Context: an optimization exercise on an open-source flow, tuned for small area and a short achievable clock period. The choices shown serve that exercise and are no tape-out recipe. The RTL was checked by simulation tests, not by an equivalence proof against the original design.

==> design/flow/design.v <==
module floating_multiplier(input [31:0] ain, input [31:0] bin, output [31:0] result);
wire  productsign;      
wire [47:0] product;    
wire [48:0] norm_product;
wire [22:0] product_trimmed;
wire [8:0] final_exponent, exponentnormal;
wire over_exp; 
wire zero1; 
assign productsign = ain[31]^bin[31];  
assign product = {1'b1,ain[22:0]} * {1'b1,bin[22:0]};  
assign norm_product = ( product[47] == 1) ? product >> 1 : product;
assign product_trimmed = norm_product[45:23]; 
assign exponentnormal = ((ain[30:23] + bin[30:23])); 
assign final_exponent = (exponentnormal - (9'b001111111)) + {8'b0, product[47]}; 
assign over_exp = (&ain[30:23]) | (&bin[30:23]);
wire overflow; 
assign overflow = ((final_exponent[8] & !final_exponent[7]) & !zero1);
wire underflow; 
assign underflow = ((final_exponent[8] & final_exponent[7]) & !zero1) ? 1'b1 : 1'b0; 
assign zero1 = over_exp ? 1'b0 : (product_trimmed == 23'd0) ? 1'b1 : 1'b0;
assign result = (ain == 32'h0 || bin == 32'h0) ? 32'b0 : over_exp ? 32'b0 : zero1 ? {productsign, final_exponent[7:0], 23'b0} : overflow ? {productsign,8'b1,23'b0} : underflow ? {productsign,31'b0} :{productsign,final_exponent[7:0],product_trimmed};
endmodule
module floating_add_sub(
		input [31:0] dataa,			
        input [31:0] datab,			
        output [31:0] result);
wire [7:0] big_exp;
wire [7:0] small_exp;
wire [23:0] big_mant;
wire [23:0] small_mant;
wire [7:0] exp_diff_abs;
wire [8:0] exp_diff_with_carry;
wire [24:0]final_tmp;
wire [24:0]add_tmp;
wire [24:0]sub_tmp;
wire operation;
wire is_big_mant_large;
wire is_both_mant_equal;
wire output_sign;
wire [7:0]new_exp;
wire [24:0]new_mantisa;
assign exp_diff_with_carry = dataa[30:23] - datab[30:23];
assign exp_diff_abs = (exp_diff_with_carry[8] == 1'b1)? ~exp_diff_with_carry+ 1'b1: exp_diff_with_carry;
assign {big_exp, big_mant} = (exp_diff_with_carry[8] == 0)? 
                                {dataa[30:23], 1'b1, dataa[22:0]}: 
                                {datab[30:23], ({1'b1,dataa[22:0]} >> exp_diff_abs)};
assign {small_exp, small_mant} = (exp_diff_with_carry[8] == 0)? 
                                {dataa[30:23], ({1'b1,datab[22:0]} >> exp_diff_abs)} : 
                                {datab[30:23], 1'b1, datab[22:0]};
assign operation = dataa[31] ^ datab[31];
assign is_big_mant_large = big_mant > small_mant;
assign is_both_mant_equal = (big_mant == small_mant)? 1'b1 :1'b0;
assign add_tmp = !operation? {1'b0,big_mant} + {1'b0,small_mant} : 24'b0; 
assign sub_tmp = operation? is_big_mant_large? {1'b0,big_mant} - {1'b0,small_mant} : {1'b0,small_mant} - {1'b0,big_mant}: 24'b0;
assign final_tmp = add_tmp + sub_tmp;
assign output_sign = (is_both_mant_equal & operation)? 1'b0:
                     (dataa[31] & datab[31]) | (dataa[31] & is_big_mant_large) | (!dataa[31] & datab[31] & !is_big_mant_large); 
highbit_pos m1(big_exp, final_tmp, new_exp, new_mantisa);
assign result = (big_exp == 8'b11111111)? 32'b0:{output_sign, new_exp, new_mantisa[22:0]};
endmodule
module highbit_pos(input [7:0]old_exp, input [0:24]old_mantisa, output reg [7:0]new_exp, output reg [24:0]new_mantisa);
always @(*)
begin
casex (old_mantisa)
    25'b0000000000000000000000000 : begin 
                                        new_mantisa = old_mantisa; 
                                        new_exp = 8'b00000000;   
                                    end 
    25'b1xxxxxxxxxxxxxxxxxxxxxxxx : begin 
                                        if(old_exp == 8'b00000000)
                                        begin
                                            new_mantisa = old_mantisa; 
                                            new_exp = old_exp;
                                        end    
                                        else
                                        begin
                                            new_mantisa = old_mantisa >> 1; 
                                            new_exp = old_exp + 1; 
                                        end
                                    end 
    25'b01xxxxxxxxxxxxxxxxxxxxxxx :  begin 
                                        new_mantisa = old_mantisa >> 0; 
                                        new_exp = old_exp + 0; 
                                    end 
    25'b001xxxxxxxxxxxxxxxxxxxxxx :  begin 
                                        new_mantisa = old_mantisa << 1; 
                                        new_exp = old_exp - 1; 
                                    end 
    25'b0001xxxxxxxxxxxxxxxxxxxxx :  begin 
                                        new_mantisa = old_mantisa << 2; 
                                        new_exp = old_exp - 2; 
                                    end 
    25'b00001xxxxxxxxxxxxxxxxxxxx :  begin 
                                        new_mantisa = old_mantisa << 3; 
                                        new_exp = old_exp - 3; 
                                    end 
    25'b000001xxxxxxxxxxxxxxxxxxx :  begin 
                                        new_mantisa = old_mantisa << 4; 
                                        new_exp = old_exp - 4; 
                                    end 
    25'b0000001xxxxxxxxxxxxxxxxxx :  begin 
                                        new_mantisa = old_mantisa << 5; 
                                        new_exp = old_exp - 5; 
                                    end 
    25'b00000001xxxxxxxxxxxxxxxxx :  begin 
                                        new_mantisa = old_mantisa << 6; 
                                        new_exp = old_exp - 6; 
                                    end 
    25'b000000001xxxxxxxxxxxxxxxx :  begin 
                                        new_mantisa = old_mantisa << 7; 
                                        new_exp = old_exp - 7; 
                                    end 
    25'b0000000001xxxxxxxxxxxxxxx :  begin 
                                        new_mantisa = old_mantisa << 8; 
                                        new_exp = old_exp - 8; 
                                    end 
    25'b00000000001xxxxxxxxxxxxxx :  begin 
                                        new_mantisa = old_mantisa << 9; 
                                        new_exp = old_exp - 9; 
                                    end 
    25'b000000000001xxxxxxxxxxxxx :  begin 
                                        new_mantisa = old_mantisa << 10; 
                                        new_exp = old_exp - 10; 
                                    end 
    25'b0000000000001xxxxxxxxxxxx :  begin 
                                        new_mantisa = old_mantisa << 11; 
                                        new_exp = old_exp - 11; 
                                    end 
    25'b00000000000001xxxxxxxxxxx :  begin 
                                        new_mantisa = old_mantisa << 12; 
                                        new_exp = old_exp - 12; 
                                    end 
    25'b000000000000001xxxxxxxxxx :  begin 
                                        new_mantisa = old_mantisa << 13; 
                                        new_exp = old_exp - 13; 
                                    end 
    25'b0000000000000001xxxxxxxxx :  begin 
                                        new_mantisa = old_mantisa << 14; 
                                        new_exp = old_exp - 14; 
                                    end 
    25'b00000000000000001xxxxxxxx :  begin 
                                        new_mantisa = old_mantisa << 15; 
                                        new_exp = old_exp - 15; 
                                    end 
    25'b000000000000000001xxxxxxx :  begin 
                                        new_mantisa = old_mantisa << 16; 
                                        new_exp = old_exp - 16; 
                                    end 
    25'b0000000000000000001xxxxxx :  begin 
                                        new_mantisa = old_mantisa << 17; 
                                        new_exp = old_exp - 17; 
                                    end 
    25'b00000000000000000001xxxxx :  begin 
                                        new_mantisa = old_mantisa << 18; 
                                        new_exp = old_exp - 18; 
                                    end 
    25'b000000000000000000001xxxx :  begin 
                                        new_mantisa = old_mantisa << 19; 
                                        new_exp = old_exp - 19; 
                                    end 
    25'b0000000000000000000001xxx :  begin 
                                        new_mantisa = old_mantisa << 20; 
                                        new_exp = old_exp - 20; 
                                    end 
    25'b00000000000000000000001xx :  begin 
                                        new_mantisa = old_mantisa << 21; 
                                        new_exp = old_exp - 21; 
                                    end 
    25'b000000000000000000000001x :  begin 
                                        new_mantisa = old_mantisa << 22; 
                                        new_exp = old_exp - 22; 
                                    end 
    25'b0000000000000000000000001 :  begin 
                                        new_mantisa = old_mantisa << 23; 
                                        new_exp = old_exp - 23; 
                                    end 
endcase
end
endmodule
module vector_dot_dma(
				clk,
				reset,
				address,
				writedata,
				write,
				read,
				readdata,
                b_data);
input clk;				 
input reset;			 
input [1:0]address;  	 
input [31:0] writedata;  
input write;			 
input read;				 
input b_data;				
output reg [31:0] readdata;	 
localparam INPUT_BUFF_SIZE = 5;
integer i;
reg [31:0] in_data[INPUT_BUFF_SIZE-1:0];
reg [31:0] mull_in[1:0];	
reg [31:0] add_in_reg;	
reg [31:0] add_in_out_fb;
wire [31:0] mul_out;
wire [31:0] add_out;
floating_multiplier m1(mull_in[0], mull_in[1], mul_out);
floating_add_sub a1(add_in_reg, add_in_out_fb, add_out);
always @ (posedge clk)
begin
    if(reset == 1'b1)
    begin
        readdata <= 32'b0;
        {mull_in[0], mull_in[1]} <= {2{32'd0}};
        {add_in_reg, add_in_out_fb} <= {2{32'd0}};
        for(i=0; i < INPUT_BUFF_SIZE; i=i+1)
        begin
            in_data[i]<= 32'b0;
        end
    end    
    else
    begin    
        if (read == 1'b1 )
        begin
            readdata <= add_out;
            {mull_in[0], mull_in[1]} <= {2{32'd0}};
            {add_in_reg, add_in_out_fb} <= {2{32'd0}};
            for(i=0; i < INPUT_BUFF_SIZE; i=i+1)
            begin
                in_data[i]<= 32'd0;
            end
        end
        else if(write == 1'b1)
        begin
            if(b_data == 0)
                in_data[address] <= writedata; 
            else if(b_data == 1)
            begin
                mull_in[0]<= writedata;
                mull_in[1]<= in_data[address];
                add_in_reg <= mul_out; 
                add_in_out_fb <= add_out; 
            end
        end     
    end    
end	
endmodule
==> design/flow/constraint.sdc <==
create_clock -name core_clock -period 11.0 [get_ports {clk}]
set_input_delay 2.2000 -clock core_clock [delete_from_list [all_inputs] [get_ports {clk}]]
set_output_delay 2.2000 -clock core_clock [all_outputs]
set_load 0.01 [all_outputs]
==> design/flow/config.mk <==
export PLATFORM = sky130hd
export DESIGN_NAME = vector_dot_dma
export DESIGN_NICKNAME = vector_dot_dma
export VERILOG_FILES = /design/flow/design.v
export SDC_FILE = /design/flow/constraint.sdc
export NUM_CORES = 4
export LEC_CHECK = 0
export CAP_MARGIN = 20
export CORE_MARGIN = 2
export CORE_UTILIZATION = 40
export SLEW_MARGIN = 20
==> design/flow/run.sh <==
#!/bin/bash
# synth_recipe.tcl (not shown) runs the flow's synth.tcl, then flattens the netlist and writes it again
# the make line also repeats each setting of config.mk as NAME=value (left out here)
make -C /OpenROAD-flow-scripts/flow DESIGN_CONFIG=/design/flow/config.mk WORK_HOME=/design/flow/orfs CLKGATE_MAP_FILE= SYNTH_SCRIPT=/design/flow/synth_recipe.tcl finish
==> results by group <==
GRT
  • First-pass GRT wire length: roughly 230,000 microns
  • GRT Util Overall: between 20% and 30%
  • Vias in the first global route: between 30k and 40k
  • Initial antenna violation count: 2
  • Pin count of the biggest net entering global routing: approximately 80
  • Final global-route overflow total: 0

Finish
  • Share of cells above drive strength 1: roughly 10%
  • FILL cells: between 10k and 15k
  • Largest regs: in_data: 128 flops, mull_in: 64 flops
  • Area occupied by multi-input gates: ~32,000 sq um
  • Post-route core utilization: between 40% and 50%
  • Synth-to-Final Area Change: 10.9%
  • Reg area: 7080 sq um
  • Fin cells: roughly 6.5k
  • Largest register FFs: between 100 and 150
  • Nets: about 6k
  • N_diodes: 0
  • Largest Register: in_data

Timing
  • Fin Hold WS: approximately 0.46 ns
  • Max Clock Freq: around 0.097 GHz
  • Max-slew headroom: 22.8%
  • Min Tclk post-route: approximately 10 ns
  • Final setup fails: 0
  • Slew at the pin closest to its max-slew limit: around 1.1 ns
  • Unrepaired setup endpoints after global routing: false
  • Fin crit share: 94.1%
  • Final hold vios: 0
  • Setup TNS: 0 ns
  • Max Transition Viols Final: 0
  • Final worst slack: roughly 0.65 ns
  • Clock skew: 0.00880 ns

Worst setup path
  • Reg2reg end: add_in_out_fb[30]
  • R2R setup slack: approximately 0.65 ns
  • CP max-delay cell: fa_1
  • Critical R2R Launch: add_in_reg[23]
  • CP arrival: approximately 11 ns
  • FF-to-FF path depth: 46
  • Critical-path maximum fanout: 24
  • CP Launch Type: flip-flop
  • WS Path Type: flip-flop to flip-flop
  • CP Capture Type: flip-flop
  • Worst path max stage delay: a little under 0.5 ns
  • Worst EP required: 11.44 ns

Placed design
  • DP Wirelength: about 120,000 microns
  • Port bufs: 70
  • Worst slack, placed: -0.0669 ns
  • GP Congestion: just over 1
  • Placed insts: 6,395

Logic synthesis
  • Top cells by area, synth: fa_1, edfxtp_1, ha_1, dfxtp_1, nand2_1
  • Synthesized area: 42,300 sq um
  • Proportion of synthesized chip area in sequential cells: between 15 and 20%
  • Commonest cells in the netlist: nand2_1, inv_1, fa_1
  • #FFs+latches synth: roughly 290
  • Yosys warns: 4
  • Synth top area share: between 20% and 30%
  • Most instantiated library cell after synthesis: nand2_1
  • Cell count after synthesis: between 4k and 5k
  • Number of synthesized flops with an enable pin: approximately 130
  • Area leader, netlist: fa_1
  • Post-synthesis async set-or-reset flop share: 0%
  • Top FF cell, synth: dfxtp_1
  • Syn_area_per_cell: between 8 and 9 sq um
  • Net Count, Synth: approximately 5.8k
  • Post-synthesis cell type count: 122

Routing
  • Final wirelength: between 150,000 and 200,000 microns
  • Drt pass-1 iters: 6
  • Drt via density: slightly below 6
  • DRC viols: 0
  • Via count: about 38k
  • DR WL/cell: approximately 23 microns
  • Antenna Violating Nets Remaining: 0
  • Drt initial violations: roughly 3.5k

Hold path
  • Worst hold path depth: 2
  • Worst Hold End: add_in_out_fb[24]
  • Hold Path Class: flip-flop to flip-flop
  • Min-delay src: add_in_out_fb[24]

Floorplanning
  • Die ar.: ~110,000 sq um
  • Core area: between 100,000 and 150,000 sq um
  • Die X: between 300 and 400 microns
  • Rows: approximately 120
  • Die Y: about 330 microns
  • Initial Util: about two fifths
  • I/O pin total: 71

Clock tree
  • Clk sinks: 288
  • Later-pin clock latency in the skew report: around 0.55 ns
  • CTS Buf Count: 35
  • CTS Hold Bufs: 0
  • CTS Buffer Depth: 3
  • CTS clk-pin slew, worst paths: about 0.060 ns
  • CTS tree: yes
  • H-Tree Depth: 2
  • Clk root buf: clkbuf_16

Run
  • MaxCap Viol Count: 0

Run status
  • Status: no timing/DRC/antenna violations
routing by layer:
layer	track usage [%]	routed length [microns]	share of wire, %
met5	0	23	0.015
met4	7.76	4940	3.3
met3	3.80	10600	7.0
met2	45.5	69800	46
met1	38.0	65800	44
layout by cell type, fill, tap and decap left out, types with 119 or more instances in the layout:
| master | synthesis | layout |
|---|---|---|
| a21oi_1 | 274 | 271 |
| inv_1 | 649 | 649 |
| mux2i_1 | 119 | 119 |
| buf_4 | 2 | 263 |
| and2_1 | 331 | 330 |
| edfxtp_1 | 128 | 128 |
| ha_1 | 281 | 277 |
| fa_1 | 489 | 489 |
| nor2_1 | 222 | 218 |
| nand2_1 | 712 | 711 |
| dfxtp_1 | 160 | 137 |
| o21ai_0 | 152 | 144 |
how the worst max path moves through the flow:
| stage | cells past startpoint | start | end | slack [ns] |
|---|---|---|---|---|
| 2_1_floorplan | 50 | add_in_reg[23] | readdata[30] | 0.76 |
| 3_3_place_gp | 40 | mull_in[1][9] | add_in_reg[24] | -0.06 |
| 3_5_place_dp | 40 | mull_in[0][7] | add_in_reg[24] | -0.07 |
| 4_1_cts | 40 | mull_in[1][10] | add_in_reg[24] | 0.02 |
| 5_1_grt | 47 | add_in_reg[23] | add_in_out_fb[30] | 0.007 |
| 6_report | 46 | add_in_reg[23] | add_in_out_fb[30] | 0.65 |
what timing repair did:
item / 4_1_cts / 5_1_grt
buffers inserted: 0 / 1
setup endpoints to repair: 11 / 47
resized for setup: 3 / 44
pin swaps: 0 / 3
gates cloned: 0 / 0
cell type report:
type,count,area share (%)
multi-input cells,3723,67.5
flip-flops and latches,288,15.1
repair buffers,341,5.96
inverters,653,5.23
well taps,1391,3.71
clock buffers,45,2.04
clock inverters,19,0.488
metrics by stage:
stage	cell area [sq um]
finish	46900
global route	46900
CTS	46800
detailed placement	45600
global placement	45600
floorplan	42300
logic make-up (layout without fill, tap and decap cells):
| logic type | Yosys count | count (layout) | share of synthesized area (%) |
|---|---|---|---|
| AND/OR/NAND/NOR | 1728 | 1728 | 20.1 |
| buffers and inverters | 984 | 1058 | 8.95 |
| AO/OA/AOI/OAI | 972 | 972 | 15.8 |
| adder cells (fa/ha/maj) | 770 | 770 | 31.5 |
| flip-flops | 288 | 288 | 16.7 |
| multiplexers | 170 | 170 | 5.19 |
| XOR/XNOR | 82 | 82 | 1.81 |
| other | 1 | 1 | 0.00887 |
worst max-delay path: cells and delay by family, from the launching register on:
family,cells,cell delay [ns]
multiplexers,3,0.59
AND/OR/NAND/NOR,9,2.14
adder cells (fa/ha/maj),6,1.96
flip-flops,1,0.36
buffers and inverters,8,1.03
AO/OA/AOI/OAI,20,4.15

==> afterwards: timing with drivers on the ports <==
The results above use ideal ports. As a check the final layout listed here was re-extracted and re-timed, cells and wires unchanged.
Step 1 assumes that a clkbuf_16 drives the clock port and a buf_2 every other input.
Step 2 also shifts input and output timing later by t, the mid clock arrival at the registers, as if the neighbouring blocks saw the same clock.
a / b / c = no drivers / after step 1 / after step 2; a / b = the first two.
shift t [ns]: 0.605
setup slack, ns: 0.653 / 0.653 / 0.653
worst setup path at the end: register to register
latest minus earliest clock arrival (ns): 0.009 / 0.009
worst data-port slew with drivers (ns): 0.07
After both steps this run still meets setup and hold. For this run, drivers alone change the setup slack by 0.000 ns; drivers and shift together by 0.000 ns.
